Background: an optimization exercise with open tools, aiming at small area, a short achievable clock period and few clock cycles. Do not read the settings as production practice. At most, simulation tests tie the RTL to the original design; equivalence was not proved. Power is estimated from default activity; no workload was simulated.

==> exp/cedar <==
==> flow/design.v <==
`timescale 1ns / 1ps
module ddr_rw
(
   input               c3_clk0,
   input               c3_rst0,                
   input               pic_store_done,         
   output reg          lbp_finish,             
   output reg          c3_p0_cmd_en,
   output reg [2:0]    c3_p0_cmd_instr,
   output reg [5:0]    c3_p0_cmd_bl,
   output reg [29:0]   c3_p0_cmd_byte_addr,
   input               c3_p0_cmd_full,
   output reg          c3_p0_wr_en,
   output reg [15:0]   c3_p0_wr_mask,
   output reg [127:0]  c3_p0_wr_data,
   input               c3_p0_wr_full,
   output reg          c3_p0_rd_en,
   input  [127:0]      c3_p0_rd_data,
   input               c3_p0_rd_empty
);
function [12:0] hp;
   input [15:0] p;
   hp = {p[15:12], p[10:6], p[4:1]};
endfunction
function [15:0] add2;
   input [12:0] x;
   input [12:0] y;
   add2 = {{1'b0, x[12:9]} + {1'b0, y[12:9]},
           {1'b0, x[8:4]}  + {1'b0, y[8:4]},
           {1'b0, x[3:0]}  + {1'b0, y[3:0]}};
endfunction
function [12:0] qs;
   input [12:0] x;
   input [12:0] y;
   qs = {{1'b0, x[12:10]} + {1'b0, y[12:10]},
         {1'b0, x[8:5]}   + {1'b0, y[8:5]},
         {1'b0, x[3:1]}   + {1'b0, y[3:1]}};
endfunction
function [15:0] add3;
   input [12:0] a;
   input [12:0] b;
   input [12:0] s;
   add3 = {{2'b0, a[12:10]} + {2'b0, b[12:10]} + {1'b0, s[12:9]},
           {2'b0, a[8:5]}   + {2'b0, b[8:5]}   + {1'b0, s[8:4]},
           {2'b0, a[3:1]}   + {2'b0, b[3:1]}   + {1'b0, s[3:0]}};
endfunction
localparam PH_O0 = 3'd0,    
           PH_LD = 3'd1,    
           PH_O1 = 3'd2,    
           PH_X1 = 3'd3,    
           PH_EW = 3'd4,    
           PH_E0 = 3'd5,    
           PH_E1 = 3'd6;    
reg        run;
reg [2:0]  ph;
reg [3:0]  dj;
reg [6:0]  dr;
reg        ddone;
reg [1:0]  pc;
reg [3:0]  rj;
reg [6:0]  rr;
reg        rdone;
reg [6:0]  ocnt;       
reg [3:0]  wj;
reg [8:0]  wrow;       
reg        clast;      
reg [63:0] pa;         
reg [63:0] tw;         
reg [51:0] pb;         
reg [12:0] p8;         
wire [15:0] hd [0:7];
genvar g;
generate for (g = 0; g < 8; g = g + 1) begin : hdsplit
   assign hd[g] = c3_p0_rd_data[127-16*g -: 16];
end endgenerate
reg         hsel;      
reg         esel;      
reg  [51:0] yq;
reg  [51:0] ys;        
wire [12:0] xh [0:4];
wire [15:0] xf [0:3];
generate for (g = 0; g < 4; g = g + 1) begin : win
   assign xf[g] = hsel ? tw[63-16*g -: 16] : pa[63-16*g -: 16];
   assign xh[g] = hsel ? pb[51-13*g -: 13] : hp(pa[63-16*g -: 16]);
end endgenerate
assign xh[4] = hsel ? p8 : hp(tw[63:48]);
wire [127:0] word;
generate for (g = 0; g < 4; g = g + 1) begin : slot
   wire [15:0] a = add2(xh[g], yq[51-13*g -: 13]);
   wire [15:0] c = add3(xh[g], xh[g+1], ys[51-13*g -: 13]);
   assign word[127-32*g -: 32] = esel ? {xf[g], a} : {a, c};
end endgenerate
reg [64:0] yn;
always @* begin
   case (ph)
      PH_O1:        yn = {hp(tw[63:48]), hp(tw[47:32]), hp(tw[31:16]), hp(tw[15:0]), hp(hd[0])};
      PH_X1, PH_EW: yn = {hp(pa[47:32]), hp(pa[31:16]), hp(pa[15:0]), hp(tw[63:48]), 13'd0};
      PH_E0:        yn = {pb[38:0], p8, 13'd0};
      default:      yn = {hp(hd[0]), hp(hd[1]), hp(hd[2]), hp(hd[3]), hp(hd[4])};
   endcase
end
wire hv  = !c3_p0_rd_empty && !c3_p0_rd_en;         
wire cr  = !pc[1] && !c3_p0_wr_full;                
wire act = run && !ddone;
reg [2:0] ph_n;
always @* begin
   ph_n = ph;
   if (act)
      case (ph)
         PH_O0: if (hv && (dr == 7'd0 || cr)) ph_n = PH_LD;
         PH_LD: ph_n = PH_O1;
         PH_O1: if (hv) ph_n = PH_X1;
         PH_X1: ph_n = (dr == 7'd127) ? PH_O0 : (cr ? PH_E0 : PH_EW);
         PH_EW: if (cr) ph_n = PH_E0;
         PH_E0: ph_n = PH_E1;
         default: ph_n = (hv && cr) ? PH_LD : PH_O0;
      endcase
end
wire grp_done = act && ((ph == PH_X1 && dr != 7'd0) || ph == PH_E1);
wire can    = run && !lbp_finish && !c3_p0_cmd_en;
wire want_w = (pc != 2'd0);
wire want_r = !rdone && (ocnt <= 7'd62);
wire sel_r  = can && want_r && (!want_w || ocnt < 7'd32);
wire sel_w  = can && want_w && !sel_r;
wire pushed_r = c3_p0_cmd_en && c3_p0_cmd_instr[0];
wire pushed_w = c3_p0_cmd_en && !c3_p0_cmd_instr[0];
always @(posedge c3_clk0) begin
   if (c3_rst0) begin
      run <= 1'b0;
      lbp_finish <= 1'b0;
      ph <= PH_O0;
      hsel <= 1'b0;
      esel <= 1'b0;
      dj <= 4'd0;
      dr <= 7'd0;
      ddone <= 1'b0;
      pc <= 2'd0;
      rj <= 4'd0;
      rr <= 7'd0;
      rdone <= 1'b0;
      ocnt <= 7'd0;
      wj <= 4'd0;
      wrow <= 9'd130;
      c3_p0_cmd_en <= 1'b0;
      c3_p0_wr_en <= 1'b0;
      c3_p0_rd_en <= 1'b0;
   end else begin
      run <= pic_store_done;
      if (pushed_w && clast)
         lbp_finish <= 1'b1;
      c3_p0_cmd_en <= (sel_r || sel_w) && !c3_p0_cmd_full;
      if (pushed_r) begin
         rr <= rr + 7'd1;
         if (rr == 7'd127) begin
            rj <= rj + 4'd1;
            if (rj == 4'd15)
               rdone <= 1'b1;
         end
      end
      if (pushed_w) begin
         if (wrow == 9'd383) begin
            wrow <= 9'd130;
            wj <= wj + 4'd1;
         end else
            wrow <= wrow + 9'd1;
      end
      ocnt <= ocnt - {6'd0, c3_p0_rd_en} + (pushed_r ? {5'd0, c3_p0_cmd_bl[0] ? 2'd2 : 2'd1} : 7'd0);
      pc <= pc + {1'b0, grp_done} - {1'b0, pushed_w};
      hsel <= (ph_n == PH_X1) || (ph_n == PH_E1);
      esel <= (ph_n == PH_E0) || (ph_n == PH_E1);
      c3_p0_wr_en <= 1'b0;
      c3_p0_rd_en <= 1'b0;
      if (act) begin
         ph <= ph_n;
         case (ph)
            PH_O0: c3_p0_rd_en <= (ph_n == PH_LD) && (dj != 4'd15);
            PH_LD: c3_p0_wr_en <= (dr != 7'd0);
            PH_O1: c3_p0_rd_en <= (ph_n == PH_X1);
            PH_X1: begin
               c3_p0_wr_en <= (dr != 7'd0);
               if (dr == 7'd127) begin
                  dr <= 7'd0;
                  dj <= dj + 4'd1;
                  if (dj == 4'd15)
                     ddone <= 1'b1;
               end
            end
            PH_EW: ;
            PH_E0: c3_p0_wr_en <= 1'b1;
            default: begin
               c3_p0_wr_en <= 1'b1;
               c3_p0_rd_en <= (ph_n == PH_LD) && (dj != 4'd15);
               dr <= dr + 7'd1;
            end
         endcase
      end
   end
end
always @(posedge c3_clk0) begin
   c3_p0_cmd_instr <= sel_r ? 3'b001 : 3'b010;
   c3_p0_cmd_bl <= {5'd0, !(sel_r && rj == 4'd15)};
   if (sel_r)
      c3_p0_cmd_byte_addr <= {10'd0, 2'd0, rr, 2'd0, ({1'b0, rj} + 5'd1), 4'd0};
   else
      c3_p0_cmd_byte_addr <= {10'd0, wrow, 1'b0, wj[3], !wj[3], wj[2:0], 1'b1, 4'd0};
   clast <= (wj == 4'd15) && (wrow == 9'd383);
   c3_p0_wr_mask <= 16'd0;
   c3_p0_wr_data <= word;
   yq <= yn[64:13];
   ys <= {qs(yn[64:52], yn[51:39]), qs(yn[51:39], yn[38:26]), qs(yn[38:26], yn[25:13]), qs(yn[25:13], yn[12:0])};
   if (ph == PH_LD) begin
      pa <= c3_p0_rd_data[127:64];
      tw <= c3_p0_rd_data[63:0];
   end
   if (ph == PH_X1) begin
      p8 <= hp(hd[0]);
      pb <= {hp(tw[63:48]), hp(tw[47:32]), hp(tw[31:16]), hp(tw[15:0])};
   end
end
endmodule
==> flow/run.sh <==
#!/bin/bash
# synth_recipe.tcl (not shown) runs the flow's synth.tcl, then flattens the netlist and writes it again
# the make line also repeats each setting of config.mk as NAME=value (left out here)
make -C /OpenROAD-flow-scripts/flow DESIGN_CONFIG=/design/flow/config.mk WORK_HOME=/design/flow/orfs CLKGATE_MAP_FILE= SYNTH_SCRIPT=/design/flow/synth_recipe.tcl finish
==> flow/config.mk <==
export PLATFORM = sky130hd
export DESIGN_NAME = ddr_rw
export DESIGN_NICKNAME = ddr_rw
export VERILOG_FILES = /design/flow/design.v
export SDC_FILE = /design/flow/constraint.sdc
export NUM_CORES = 4
export LEC_CHECK = 0
export CAP_MARGIN = 20
export CORE_MARGIN = 2
export CORE_UTILIZATION = 60
export PLACE_DENSITY = 0.7
export SETUP_SLACK_MARGIN = 4.5
export SLEW_MARGIN = 20
==> flow/constraint.sdc <==
create_clock -name core_clock -period 8.0 [get_ports {c3_clk0}]
set_input_delay 1.6000 -clock core_clock [delete_from_list [all_inputs] [get_ports {c3_clk0}]]
set_output_delay 1.6000 -clock core_clock [all_outputs]
set_load 0.01 [all_outputs]
==> inputs of exp/garnet, as changes to exp/cedar <==
--- a/flow/design.v
+++ b/flow/design.v
@@ -57,7 +57,7 @@
 reg [6:0]  dr;
 reg        ddone;
 reg [1:0]  pc;
-reg [3:0]  rj;
+reg [4:0]  rj;         
 reg [6:0]  rr;
 reg        rdone;
 reg [6:0]  ocnt;       
@@ -135,7 +135,7 @@
       dr <= 7'd0;
       ddone <= 1'b0;
       pc <= 2'd0;
-      rj <= 4'd0;
+      rj <= 5'd1;
       rr <= 7'd0;
       rdone <= 1'b0;
       ocnt <= 7'd0;
@@ -152,8 +152,8 @@
       if (pushed_r) begin
          rr <= rr + 7'd1;
          if (rr == 7'd127) begin
-            rj <= rj + 4'd1;
-            if (rj == 4'd15)
+            rj <= rj + 5'd1;
+            if (rj == 5'd16)
                rdone <= 1'b1;
          end
       end
@@ -198,9 +198,9 @@
 end
 always @(posedge c3_clk0) begin
    c3_p0_cmd_instr <= sel_r ? 3'b001 : 3'b010;
-   c3_p0_cmd_bl <= {5'd0, !(sel_r && rj == 4'd15)};
+   c3_p0_cmd_bl <= {5'd0, !(sel_r && rj[4])};
    if (sel_r)
-      c3_p0_cmd_byte_addr <= {10'd0, 2'd0, rr, 2'd0, ({1'b0, rj} + 5'd1), 4'd0};
+      c3_p0_cmd_byte_addr <= {10'd0, 2'd0, rr, 2'd0, rj, 4'd0};
    else
       c3_p0_cmd_byte_addr <= {10'd0, wrow, 1'b0, wj[3], !wj[3], wj[2:0], 1'b1, 4'd0};
    clast <= (wj == 4'd15) && (wrow == 9'd383);
==> flow/flow/run.sh (new file) <==
#!/bin/bash
# Layout flow: the standard ORFS layout (standard.sh, unchanged synthesis),
# with two changes to how the layout is made:
#  - the input and output port buffers inserted before global placement are
#    sky130_fd_sc_hd__buf_1 cells instead of the resizer's default choice
#    (every port still gets its own buffer; later repair may resize them);
#  - clock tree synthesis clusters up to CLUSTER sinks per leaf buffer and
#    inserts no dummy loads.
set -euo pipefail
export BUFFER_PORTS_ARGS="-buffer_cell sky130_fd_sc_hd__buf_1"
export CTS_ARGS="-sink_clustering_enable -repair_clock_nets -buf_list {sky130_fd_sc_hd__clkbuf_4 sky130_fd_sc_hd__clkbuf_8} -dont_use_dummy_load"
bash standard.sh finish > standard_flow.log 2>&1
==> flow/standard.sh (new file) <==
#!/bin/bash
# synth_recipe.tcl (not shown) runs the flow's synth.tcl, then flattens the netlist and writes it again
# the make line also repeats each setting of config.mk as NAME=value (left out here)
make -C /OpenROAD-flow-scripts/flow DESIGN_CONFIG=/design/flow/config.mk WORK_HOME=/design/flow/orfs CLKGATE_MAP_FILE= SYNTH_SCRIPT=/design/flow/synth_recipe.tcl "${@:-finish}"
- ABC_AREA: unset -> 1
- SETUP_SLACK_MARGIN: 4.5 -> 5
removed: flow/run.sh
==> inputs of exp/violet, as changes to exp/cedar <==
==> flow/design.v (replaced) <==
`timescale 1ns / 1ps
module ddr_rw
(
   input               c3_clk0,
   input               c3_rst0,                
   input               pic_store_done,         
   output reg          lbp_finish,             
   output reg          c3_p0_cmd_en,
   output reg [2:0]    c3_p0_cmd_instr,
   output reg [5:0]    c3_p0_cmd_bl,
   output reg [29:0]   c3_p0_cmd_byte_addr,
   input               c3_p0_cmd_full,
   output reg          c3_p0_wr_en,
   output reg [15:0]   c3_p0_wr_mask,
   output reg [127:0]  c3_p0_wr_data,
   input               c3_p0_wr_full,
   output reg          c3_p0_rd_en,
   input  [127:0]      c3_p0_rd_data,
   input               c3_p0_rd_empty
);
function [12:0] hp;
   input [15:0] p;
   hp = {p[15:12], p[10:6], p[4:1]};
endfunction
function [15:0] add2;
   input [12:0] x;
   input [12:0] y;
   add2 = {{1'b0, x[12:9]} + {1'b0, y[12:9]},
           {1'b0, x[8:4]}  + {1'b0, y[8:4]},
           {1'b0, x[3:0]}  + {1'b0, y[3:0]}};
endfunction
function [15:0] add4;
   input [12:0] a;
   input [12:0] b;
   input [12:0] c;
   input [12:0] d;
   add4 = {{2'b0, a[12:10]} + {2'b0, b[12:10]} + {2'b0, c[12:10]} + {2'b0, d[12:10]},
           {2'b0, a[8:5]}   + {2'b0, b[8:5]}   + {2'b0, c[8:5]}   + {2'b0, d[8:5]},
           {2'b0, a[3:1]}   + {2'b0, b[3:1]}   + {2'b0, c[3:1]}   + {2'b0, d[3:1]}};
endfunction
localparam PH_O0 = 3'd0,    
           PH_LD = 3'd1,    
           PH_O1 = 3'd2,    
           PH_E0 = 3'd3,    
           PH_E1 = 3'd4;    
reg        run;
reg [2:0]  ph;
reg [3:0]  dj;
reg [6:0]  dr;
reg        ddone;
reg        ld1;
reg [1:0]  pc;
reg [3:0]  rj;
reg [6:0]  rr;
reg        rdone;
reg [6:0]  ocnt;       
reg [3:0]  wj;
reg [8:0]  wrow;       
reg        wdone;
reg [63:0] pa;         
reg [63:0] tw;         
reg [51:0] pb;         
reg [12:0] p8;         
wire [15:0] hd [0:7];
genvar g;
generate for (g = 0; g < 8; g = g + 1) begin : hdsplit
   assign hd[g] = c3_p0_rd_data[127-16*g -: 16];
end endgenerate
wire hsel = (ph == PH_O1) || (ph == PH_E1);    
wire esel = (ph == PH_E0) || (ph == PH_E1);    
wire [12:0] xh [0:4];
wire [15:0] xf [0:3];
wire [12:0] yh [0:4];
generate for (g = 0; g < 4; g = g + 1) begin : win
   assign xf[g] = hsel ? tw[63-16*g -: 16] : pa[63-16*g -: 16];
   assign xh[g] = hsel ? pb[51-13*g -: 13] : hp(pa[63-16*g -: 16]);
   assign yh[g] = hsel ? hp(tw[63-16*g -: 16]) : hp(hd[g]);
end endgenerate
assign xh[4] = hsel ? p8 : hp(tw[63:48]);
assign yh[4] = hsel ? hp(hd[0]) : hp(hd[4]);
wire [127:0] word;
generate for (g = 0; g < 4; g = g + 1) begin : slot
   wire [15:0] a = add2(xh[g], esel ? xh[g+1] : yh[g]);
   wire [15:0] c = add4(xh[g], xh[g+1], yh[g], yh[g+1]);
   assign word[127-32*g -: 32] = esel ? {xf[g], a} : {a, c};
end endgenerate
wire hv  = !c3_p0_rd_empty && !c3_p0_rd_en;         
wire cr  = !pc[1] && !c3_p0_wr_full;                
wire act = run && !ddone;
wire can    = run && !lbp_finish && !wdone && !c3_p0_cmd_full && !c3_p0_cmd_en;
wire want_w = (pc != 2'd0);
wire want_r = !rdone && (ocnt <= 7'd62);
wire push_r = can && want_r && (!want_w || ocnt < 7'd32);
wire push_w = can && want_w && !push_r;
wire grp_done = act && ((ph == PH_O1 && hv && dr != 7'd0) || ph == PH_E1);
always @(posedge c3_clk0) begin
   if (c3_rst0) begin
      run <= 1'b0;
      lbp_finish <= 1'b0;
      ph <= PH_O0;
      dj <= 4'd0;
      dr <= 7'd0;
      ddone <= 1'b0;
      ld1 <= 1'b0;
      pc <= 2'd0;
      rj <= 4'd0;
      rr <= 7'd0;
      rdone <= 1'b0;
      ocnt <= 7'd0;
      wj <= 4'd0;
      wrow <= 9'd130;
      wdone <= 1'b0;
      c3_p0_cmd_en <= 1'b0;
      c3_p0_wr_en <= 1'b0;
      c3_p0_rd_en <= 1'b0;
   end else begin
      run <= pic_store_done;
      if (c3_p0_cmd_en && wdone)
         lbp_finish <= 1'b1;
      c3_p0_cmd_en <= push_r || push_w;
      if (push_r) begin
         rr <= rr + 7'd1;
         if (rr == 7'd127) begin
            rj <= rj + 4'd1;
            if (rj == 4'd15)
               rdone <= 1'b1;
         end
      end
      if (push_w) begin
         if (wrow == 9'd383) begin
            wrow <= 9'd130;
            wj <= wj + 4'd1;
            if (wj == 4'd15)
               wdone <= 1'b1;
         end else
            wrow <= wrow + 9'd1;
      end
      ocnt <= ocnt + (push_r ? ((rj == 4'd15) ? 7'd1 : 7'd2) : 7'd0) - {6'd0, c3_p0_rd_en};
      pc <= pc + {1'b0, grp_done} - {1'b0, push_w};
      c3_p0_wr_en <= 1'b0;
      c3_p0_rd_en <= 1'b0;
      ld1 <= 1'b0;
      if (act) begin
         case (ph)
            PH_O0: if (hv && (dr == 7'd0 || cr)) begin
               c3_p0_wr_en <= (dr != 7'd0);
               c3_p0_rd_en <= (dj != 4'd15);
               ph <= PH_LD;
            end
            PH_LD: ph <= PH_O1;
            PH_O1: if (hv) begin
               c3_p0_wr_en <= (dr != 7'd0);
               c3_p0_rd_en <= 1'b1;
               ld1 <= 1'b1;
               if (dr == 7'd127) begin
                  dr <= 7'd0;
                  dj <= dj + 4'd1;
                  if (dj == 4'd15)
                     ddone <= 1'b1;
                  ph <= PH_O0;
               end else
                  ph <= PH_E0;
            end
            PH_E0: if (cr) begin
               c3_p0_wr_en <= 1'b1;
               ph <= PH_E1;
            end
            default: begin
               c3_p0_wr_en <= 1'b1;
               dr <= dr + 7'd1;
               ph <= PH_O0;
            end
         endcase
      end
   end
end
always @(posedge c3_clk0) begin
   c3_p0_cmd_instr <= push_r ? 3'b001 : 3'b010;
   c3_p0_cmd_bl <= {5'd0, !(push_r && rj == 4'd15)};
   if (push_r)
      c3_p0_cmd_byte_addr <= {10'd0, 2'd0, rr, 2'd0, ({1'b0, rj} + 5'd1), 4'd0};
   else
      c3_p0_cmd_byte_addr <= {10'd0, wrow, 1'b0, wj[3], !wj[3], wj[2:0], 1'b1, 4'd0};
   c3_p0_wr_mask <= 16'd0;
   c3_p0_wr_data <= word;
   if (ph == PH_LD) begin
      pa <= c3_p0_rd_data[127:64];
      tw <= c3_p0_rd_data[63:0];
   end
   if (ld1) begin
      p8 <= hp(hd[0]);
      pb <= {hp(tw[63:48]), hp(tw[47:32]), hp(tw[31:16]), hp(tw[15:0])};
   end
end
endmodule
- CORE_UTILIZATION: 60 -> 40
- PLACE_DENSITY: 0.7 -> 0.6
- SETUP_SLACK_MARGIN: 4.5 -> unset
==> results.txt <==
run status: complete, no violations
power per standard cell area: 238.5 nW/um^2
die width: 206.6 microns
maximum VDD drop: 206.9 uV
routability cong.: 0.8593
Clock net power: 0.00248 W
hold_ws: 0.4367 ns
number of cells on the critical path: 10
starting density of the core: 60.58%
vias in the first global route: 16.97k
worst reg-to-reg setup slack: 4.71 ns
That was exp/cedar.
==> results.txt <==
number of cells on the critical path: 13
worst reg-to-reg setup slack: 5.16 ns
power per standard cell area: 257.0 nW/um^2
vias in the first global route: 17.22k
starting density of the core: 61.03%
die width: 200.0 microns
routability cong.: 0.9191
run status: complete, no violations
Finish-stage setup viols: 0
final critical-path share of the clock period: 35.47%
gr usage total: 31.02%
area delta synth->final: 12.45%
hold_ws: 0.4469 ns
area occupied by multi-input gates: 9484 sq um
core box area: 37,760 sq um
Clock net power: 0.00181 W
met2 global-route usage: 47.94%
That was exp/garnet.
==> results.txt <==
die width: 230.3 microns
maximum VDD drop: 159.5 uV
hold_ws: 0.4295 ns
number of cells on the critical path: 15
worst reg-to-reg setup slack: 2.84 ns
Clock net power: 0.00231 W
run status: complete, no violations
vias in the first global route: 15.18k
top cells by count, synth: nand2_1, dfxtp_1, edfxtp_1
routability cong.: 0.8362
starting density of the core: 40.68%
power per standard cell area: 273.2 nW/um^2
That was exp/violet.
Testbench counts of exp/garnet, summed over its fixed seeds: cycles 79,446.
Testbench counts of exp/violet, summed over its fixed seeds: cycles 79,443.
The RTL of exp/cedar was laid out without a check of its function.

afterwards: timing with drivers on the ports:
Ports are ideal in the flow. The routed layouts listed here were re-timed in OpenROAD.
Step 1 sets driving cells, clkbuf_16 on the clock port and buf_2 on the other inputs (assumed; they add their load-dependent delay and slew).
Step 2, shift: input delay + t, output delay - t, t = (earliest + latest rising clock arrival at the registers) / 2. This alone moves slack from input paths to output paths.
Three values: ideal ports, drivers, drivers and shift; two values: the first two.
run | shift t [ns] | setup WS [ns] | worst setup path at the end
exp/cedar | 0.645 | 4.705 / 4.705 / 4.138 | input to register
exp/garnet | 0.658 | 5.162 / 5.156 / 4.800 | input to register
exp/violet | 0.637 | 2.840 / 2.840 / 2.840 | register to register
After both steps every run listed still meets setup and hold. For exp/cedar, which loses most, drivers alone change the setup slack by 0.000 ns; drivers and shift together by -0.567 ns.
